Context: an optimization exercise on an open-source flow, tuned for small area, a short achievable clock period and few clock cycles per item. The choices shown serve that exercise and are no tape-out recipe.
The RTL was checked by simulation tests, not by an equivalence proof against the original design.
Power is estimated from default activity; no workload was simulated.

## flow/run.sh

```bash
#!/bin/bash
# synth_recipe.tcl (not shown) runs the flow's synth.tcl, then flattens the netlist and writes it again
# the make line also repeats each setting of config.mk as NAME=value (left out here)
make -C /OpenROAD-flow-scripts/flow DESIGN_CONFIG=/design/flow/config.mk WORK_HOME=/design/flow/orfs CLKGATE_MAP_FILE= SYNTH_SCRIPT=/design/flow/synth_recipe.tcl finish
```

## flow/constraint.sdc

```tcl
create_clock -name core_clock -period 13.0 [get_ports {clk}]
set_input_delay 2.6000 -clock core_clock [delete_from_list [all_inputs] [get_ports {clk}]]
set_output_delay 2.6000 -clock core_clock [all_outputs]
set_load 0.01 [all_outputs]
```

## flow/config.mk

```make
export PLATFORM = sky130hd
export DESIGN_NAME = qr_decomp
export DESIGN_NICKNAME = qr_decomp
export VERILOG_FILES = /design/flow/design.v
export SDC_FILE = /design/flow/constraint.sdc
export NUM_CORES = 4
export LEC_CHECK = 0
export CAP_MARGIN = 20
export CORE_MARGIN = 2
export CORE_UTILIZATION = 40
export SLEW_MARGIN = 20
```

## flow/design.v

```verilog
module qr_decomp #(parameter DATA_WIDTH=16, ADDR_WIDTH=4)(
input [DATA_WIDTH-1:0] A,
input clk,reset, start,
output a_ready,    
output q_valid,    
output done,       
output [DATA_WIDTH-1:0] q1out,
output [DATA_WIDTH-1:0] q2out,
output  [DATA_WIDTH-1:0] q3out
    );
  reg [22:1] ph;
  reg        ar, qv, dn, osel;
  wire       run   = |ph;
  wire       take0 = ~run & ~dn & start;
  assign a_ready = take0 | ar;
  assign q_valid = qv;
  assign done    = dn;
  always @(posedge clk) begin
    if (reset) begin
      ph <= 22'd0; ar <= 1'b0; qv <= 1'b0; dn <= 1'b0; osel <= 1'b0;
    end else begin
      ph <= {ph[21:1], take0};
      if (take0) ar <= 1'b1;
      if (ph[8]) ar <= 1'b0;
      qv <= ph[8] | ph[14] | ph[22];
      if (ph[14]) osel <= 1'b1;
      if (ph[20]) osel <= 1'b0;
      if (ph[22]) dn <= 1'b1;
    end
  end
  reg [15:0] X0, X1, X2;         
  reg [7:0]  A0, A1, A2;         
  reg [7:0]  B0, B1, B2;         
  reg [15:0] Q0, Q1, Q2;         
  reg [15:0] S;                  
  reg [15:0] RC;                 
  reg [15:0] DOT;                
  reg [23:0] ACC;                
  assign q1out = osel ? Q0 : X0;
  assign q2out = osel ? Q1 : X1;
  assign q3out = osel ? Q2 : X2;
  function [3:0] band(input [15:0] s);
    if      (s >= 16'd211) band = 4'd14;
    else if (s >= 16'd157) band = 4'd13;
    else if (s >= 16'd133) band = 4'd12;
    else if (s >= 16'd111) band = 4'd11;
    else if (s >= 16'd91)  band = 4'd10;
    else if (s >= 16'd73)  band = 4'd9;
    else if (s >= 16'd57)  band = 4'd8;
    else if (s >= 16'd43)  band = 4'd7;
    else if (s >= 16'd31)  band = 4'd6;
    else if (s >= 16'd21)  band = 4'd5;
    else if (s >= 16'd13)  band = 4'd4;
    else if (s >= 16'd7)   band = 4'd3;
    else if (s >= 16'd3)   band = 4'd2;
    else if (s != 16'd0)   band = 4'd1;
    else                   band = 4'd0;
  endfunction
  function [15:0] rcval(input [3:0] b);
    case (b)
      4'd1: rcval = 16'd256;  4'd2: rcval = 16'd128;  4'd3: rcval = 16'd84;
      4'd4: rcval = 16'd64;   4'd5: rcval = 16'd50;   4'd6: rcval = 16'd42;
      4'd7: rcval = 16'd36;   4'd8: rcval = 16'd32;   4'd9: rcval = 16'd28;
      4'd10: rcval = 16'd24;  4'd11: rcval = 16'd22;  4'd12: rcval = 16'd20;
      4'd13: rcval = 16'd18;  4'd14: rcval = 16'd16;
      default: rcval = 16'h7ffe;
    endcase
  endfunction
  function [15:0] cu8(input [7:0] v, input [3:0] b);
    reg [15:0] t1, t2, t3;
    begin
      t1 = 16'd0; t2 = 16'd0; t3 = 16'd0;
      case (b)
        4'd1: t1 = {v, 8'd0};                                               
        4'd2: t1 = {1'b0, v, 7'd0};                                         
        4'd3: begin t1 = {2'd0, v, 6'd0}; t2 = {4'd0, v, 4'd0}; t3 = {6'd0, v, 2'd0}; end  
        4'd4: t1 = {2'd0, v, 6'd0};                                         
        4'd5: begin t1 = {3'd0, v, 5'd0}; t2 = {4'd0, v, 4'd0}; t3 = {7'd0, v, 1'd0}; end  
        4'd6: begin t1 = {3'd0, v, 5'd0}; t2 = {5'd0, v, 3'd0}; t3 = {7'd0, v, 1'd0}; end  
        4'd7: begin t1 = {3'd0, v, 5'd0}; t2 = {6'd0, v, 2'd0}; end        
        4'd8: t1 = {3'd0, v, 5'd0};                                         
        4'd9: begin t1 = {4'd0, v, 4'd0}; t2 = {5'd0, v, 3'd0}; t3 = {6'd0, v, 2'd0}; end  
        4'd10: begin t1 = {4'd0, v, 4'd0}; t2 = {5'd0, v, 3'd0}; end       
        4'd11: begin t1 = {4'd0, v, 4'd0}; t2 = {6'd0, v, 2'd0}; t3 = {7'd0, v, 1'd0}; end  
        4'd12: begin t1 = {4'd0, v, 4'd0}; t2 = {6'd0, v, 2'd0}; end       
        4'd13: begin t1 = {4'd0, v, 4'd0}; t2 = {7'd0, v, 1'd0}; end       
        4'd14: t1 = {4'd0, v, 4'd0};                                        
        default: ;
      endcase
      cu8 = t1 + t2 + t3;
    end
  endfunction
  wire [3:0] sband = band(S);
  wire sq_x  = ph[1] | ph[2] | ph[3];
  wire sq_a  = ph[11] | ph[12] | ph[13];
  wire sq_b  = ph[19] | ph[20] | ph[21];
  wire [7:0] sa = ({8{sq_x}} & X2[7:0]) | ({8{ph[4] | ph[5] | ph[6]}} & A2) |
                  ({8{ph[7] | ph[8] | ph[9]}} & B2) |
                  ({8{ph[11]}} & A0) | ({8{ph[12]}} & A1) | ({8{ph[13]}} & A2) |
                  ({8{ph[19]}} & B0) | ({8{ph[20]}} & B1) | ({8{ph[21]}} & B2);
  wire [15:0] sb = ({16{sq_x}} & {X2[14:8], 1'b0, X2[7:0]}) |
                   ({16{ph[4] | ph[7]}} & X0) | ({16{ph[5] | ph[8]}} & X1) |
                   ({16{ph[6] | ph[9]}} & X2) | ({16{sq_a | sq_b}} & {8'd0, sa});
  wire        sacc = ~(ph[1] | ph[4] | ph[7] | ph[11] | ph[19]);
  wire        sen  = sq_x | sq_a | sq_b | (|ph[9:4]);
  wire [15:0] snext = sa * sb + (sacc ? S : 16'd0);
  wire op_q1  = ph[5] | ph[6] | ph[8];
  wire op_e2  = ph[9] | ph[10] | ph[11];
  wire op_e3  = ph[12] | ph[13] | ph[14];
  wire op_t   = ph[15] | ph[16] | ph[17];
  wire op_f   = ph[18] | ph[19] | ph[20];
  wire neg    = op_e2 | op_e3 | op_f;
  wire [15:0] ba = ({16{ph[5] | ph[9] | ph[12]}} & X0) | ({16{ph[6] | ph[10] | ph[13]}} & X1) |
                   ({16{ph[8] | ph[11] | ph[14]}} & X2) | ({16{ph[7]}} & S) |
                   ({16{ph[15]}} & X0) | ({16{ph[16]}} & X1) | ({16{ph[17]}} & X2) |
                   ({16{op_f}} & ACC[23:8]);
  wire [15:0] bb = ({16{op_q1 | ph[7] | op_e3}} & RC) | ({16{op_e2}} & DOT) |
                   ({16{ph[15] | ph[18]}} & Q0) | ({16{ph[16] | ph[19]}} & Q1) |
                   ({16{ph[17] | ph[20]}} & Q2);
  wire [7:0]  av = ({8{ph[9]}} & A0) | ({8{ph[10]}} & A1) | ({8{ph[11]}} & A2) |
                   ({8{ph[12]}} & B0) | ({8{ph[13]}} & B1) | ({8{ph[14]}} & B2);
  wire [23:0] badd = ({24{op_e2 | op_e3}} & {av, 16'h00ff}) |
                     ({24{ph[18]}} & {X0, 8'hff}) | ({24{ph[19]}} & {X1, 8'hff}) |
                     ({24{ph[20]}} & {X2, 8'hff}) |
                     ({24{ph[16] | ph[17]}} & ACC);
  wire [7:0]  bbn  = ~bb[7:0] + 8'd1;
  wire [23:0] bcor = {24{neg}} & {bbn, bb};
  wire [15:0] bax  = ba ^ {16{neg}};
  wire [23:0] br   = badd + bcor + bax * bb;
  wire [7:0] cv0 = ph[14] ? A0 : B0;
  wire [7:0] cv1 = ph[14] ? A1 : B1;
  wire [7:0] cv2 = ph[14] ? A2 : B2;
  wire [15:0] cq0 = cu8(cv0, sband);
  wire [15:0] cq1 = cu8(cv1, sband);
  wire [15:0] cq2 = cu8(cv2, sband);
  always @(posedge clk) begin
    if (a_ready) begin
      if (take0 | ph[1] | ph[2]) begin X2 <= A; X1 <= X2; X0 <= X1; end
      else if (ph[3] | ph[4] | ph[5]) begin A2 <= A[7:0]; A1 <= A2; A0 <= A1; end
      else begin B2 <= A[7:0]; B1 <= B2; B0 <= B1; end
    end
    if (sen) S <= snext;
    if (ph[4])  RC <= rcval(sband);
    if (ph[10]) RC <= S;
    if (ph[5])  X0 <= br[15:0];
    if (ph[6])  X1 <= br[15:0];
    if (ph[7])  DOT <= br[15:0];
    if (ph[8])  X2 <= br[15:0];
    if (ph[9])  A0 <= br[23:16];
    if (ph[10]) A1 <= br[23:16];
    if (ph[11]) A2 <= br[23:16];
    if (ph[12]) X0 <= br[23:8];
    if (ph[13]) X1 <= br[23:8];
    if (ph[14]) X2 <= br[23:8];
    if (op_t)   ACC <= br;
    if (ph[18]) B0 <= br[23:16];
    if (ph[19]) B1 <= br[23:16];
    if (ph[20]) B2 <= br[23:16];
    if (ph[14]) begin Q0 <= cq0; Q1 <= cq1; Q2 <= cq2; end
    if (ph[22]) begin X0 <= cq0; X1 <= cq1; X2 <= cq2; end
  end
endmodule
```

==> results.txt <==
==> stage by stage <==
| stage | cell area [µm²] | utilization, % | cells | setup slack [ns] |
|---|---|---|---|---|
| 2_1_floorplan | 28100 | - | 3004 | 3.84 |
| 3_3_place_gp | 29800 | 42.8 | 3909 | 3.36 |
| 3_5_place_dp | 29900 | 42.8 | 3909 | 3.19 |
| 4_1_cts | 30700 | 44.0 | 3955 | 3.12 |
| 5_1_grt | 30800 | 44.1 | 3956 | 2.55 |
| 6_report | 30800 | 44.1 | 3956 | 2.89 |
==> final timing paths <==
check | startpoint | end | cells past startpoint
worst max register to register | ph[13] | A2[6] | 27
worst max-delay path | ph[13] | A2[6] | 27
worst min register to register | ph[21] | ph[22] | 1
worst min-delay path | ph[21] | ph[22] | 1
==> power groups by stage <==
stage	clock, W	sequential, W	combinational, W
6_report	0.000784	0.000979	0.000490
5_1_grt	0.000808	0.000977	0.000542
4_1_cts	0.000783	0.000973	0.000486
3_5_place_dp	0	0.000990	0.000483
3_3_place_gp	0	0.000990	0.000477
2_1_floorplan	0	0.000929	0.000326
==> routing by layer <==
layer / global-route usage (%) / up-vias / wire, µm
met5: 0.987 / - / 114
met4: 18.4 / 4 / 7950
met3: 4.20 / 348 / 9560
met2: 50.2 / 1376 / 52400
met1: 37.2 / 11900 / 41400
li1: - / 10300 / -
==> sequential cells by signal (all words and copies together) (netlist names) <==
signal / flops
ACC: 24
ph: 22
DOT: 16
RC: 16
S: 16
X0: 16
X1: 16
X2: 16
Q0: 15
Q1: 15
Q2: 15
A0: 8
A1: 8
A2: 8
B0: 8
B1: 8
B2: 8
ar: 1
dn: 1
osel: 1
qv: 1
==> logic make-up (layout without fill, tap and decap cells) <==
family                   count (synthesis)  in the layout  share of synthesized area [%]
flip-flops                             239            239                           24.6
buffers and inverters                  592            604                           8.06
XOR/XNOR                               128            128                           4.25
multiplexers                           170            170                           6.55
adder cells (fa/ha/maj)                461            461                           28.7
AND/OR/NAND/NOR                        838            838                           13.1
AO/OA/AOI/OAI                          576            576                           14.8
==> cell usage after synthesis (all sizes together), types with 4 or more instances <==
library cell	number
a211oi	17
a21boi	7
a21o	21
a21oi	127
a221o	19
a221oi	52
a222oi	68
a22o	21
a22oi	37
a31oi	9
and2	10
and3	11
buf	28
clkbuf	145
dfxtp	26
edfxtp	213
fa	306
ha	155
inv	416
mux2	111
mux2i	59
nand2	349
nand2b	30
nand3	34
nand4	4
nor2	271
nor2b	46
nor3	25
nor3b	7
nor4	7
o21a	12
o21ai	86
o21bai	6
o221ai	15
o22ai	39
o31ai	8
or2	15
or3	15
or4	9
xnor2	109
xor2	17
==> cell type report <==
class,instances,area share (%)
Multi-Input combinational cell,2173,61.8
Sequential cell,239,22.5
Inverter,419,5.11
Timing Repair Buffer,139,3.95
Tap cell,940,3.82
Clock buffer,26,2.05
Clock inverter,20,0.740
==> worst reg2reg max path, stage by stage, from the launching register on <==
cell and delay (ns):
dfxtp_1 0.30, buf_4 0.28, or4_1 0.84, a222oi_1 0.41, inv_1 0.07, a221oi_1 0.59, xnor2_1 0.59, nand2_1 0.19
fa_1 0.59, inv_1 0.05, fa_1 0.46, fa_1 0.51, inv_1 0.05, fa_1 0.49, fa_1 0.50, inv_1 0.05
fa_1 0.44, ha_1 0.41, nand4_1 0.14, or4_1 0.55, o211ai_1 0.20, o31ai_1 0.16, a21oi_1 0.34, o41a_1 0.26
a21o_1 0.13, a21o_1 0.12, xor2_1 0.92, mux2_2 0.33
==> metrics.cfg <==
[outcome]
outcome = timing/DRC/antenna clean

[drt]
final_antenna_net_count = 0
firstDrtPassIters = 13
vias = 23900
viasPerCell = 6.05
routedWlPerCell_um = 28.2
wl_um = 111000
drt_iter0_markers = 3363
drc_errors = 0

[logic_synthesis]
synthFlopType = edfxtp_1
synth_area_um2 = 28100
synth_cells = 3004
synth-async-reset-ratio_pct = 0
synth-edff-count = 213
syn-num-nets = 3484
netlist.area_leader.share_pct = 22.7
ys_ff_latch = 239
ys_types = 80
avgSynthCellArea_um2 = 9.36
seq_area_frac_synth_pct = 24.6
synth_top_cell_by_area = edfxtp_1
synth_warnings = 1
synthTopCellsByArea = edfxtp_1, fa_1, ha_1

[clock_network]
cts_hold_buf = 0
cts-resized-gates = 0
clk-insertion-delay-late_ns = 0.57
cts_made_buffers = 25
cts-root-buf = clkbuf_16
cts_buffer_depth = 3
cts_tree = built
post_cts_buffers = 0
numClockSinks = 239
htree_num_levels = 1
clkSlewWorstSetupHoldPaths_ns = 0.07

[finish]
seq_area_um2 = 6920
multi_input_area_um2 = 19000
area_growth_pct = 9.40
final_common_cell = inv_1
final_cell_mix = inv_1, nand2_1, fa_1
drive_gt1_share_pct = 8.79
layout.nets = 3477
n_antenna_cell = 0
num-fill-cells = 6801

[grt]
grt-ovfl-total = 0
grt_pass1_wl_um = 163000
grt_pass1_vias = 24200
grt.total_usage_pct = 30.2
grt_max_degree = 82
antenna_found_initial = 2

[setup_path]
crit_family = adder cells
crit_fanout = 40
cp-end-kind = register
crit_type = register to register
required_ns = 13.44
slowest_delay_ns = 0.92
start_kind = register
crit_top_cell = fa_1
r2r_slack_ns = 2.89
crit_buf_inv = 5
critPathArrivalTime_ns = 10.55
critPathSlowestCell = xor2_1

[pwr]
combPwrFrac_pct = 21.8
internal_power_w = 0.00152
sw_frac_of_total_pct = 32.6
pwr-share-seq_pct = 43.4
peakVddDrop_mv = 0.0808
p_sw_w = 0.000734
pwr-share-clk_pct = 34.8
power_w = 0.00225
p_per_area_nw_per_um2 = 73.3
power_leakage_nw = 12.7

[place]
place_congestion = 0.981
numPortBuffers = 69
hpwlAfterDp_um = 87000

[sta]
finalSetupViolCount = 0
fin_tns_setup_ns = 0
holdWs_ns = 0.471
max_slew.worst_pin.slew_ns = 1.24
rsz0062_at_grt = false
period_share_pct = 77.8
relSlewSlack_pct = 16.8
slew_viol_final = 0
hold_violations = 0
min_period_ns = 10.11
skew_ns = 0.0135
max_freq_ghz = 0.0989

[die]
start_util_pct = 40.3
boundaryPins = 70
row_count = 97
dieWidth_um = 269
die_h_um = 269
dieArea_um2 = 72400
coreArea_um2 = 69800

[hold_path]
hold_path_class = register to register

[job]
cap_violations = 0

Testbench counts, summed over its fixed seeds: cycles 2,000, matrices 80.

-- re-timing with driven ports --
The flow's constraints put no driver on any port. The routed layout listed below was extracted and timed again, unchanged, in two steps.
Step 1 sets driving cells, clkbuf_16 on the clock port and buf_2 on the other inputs (assumed; they add their load-dependent delay and slew).
Step 2 also shifts input and output timing later by t, the mid clock arrival at the registers, as if the neighbouring blocks saw the same clock.
a / b / c = no drivers / after step 1 / after step 2; a / b = the first two.
t (ns): 0.619
setup slack, ns: 2.888 / 2.888 / 2.888
hold WS [ns]: 0.471 / 0.471 / 0.471
After both steps setup and hold are still met in this run. For this run, drivers alone change the setup slack by 0.000 ns; drivers and shift together by 0.000 ns.
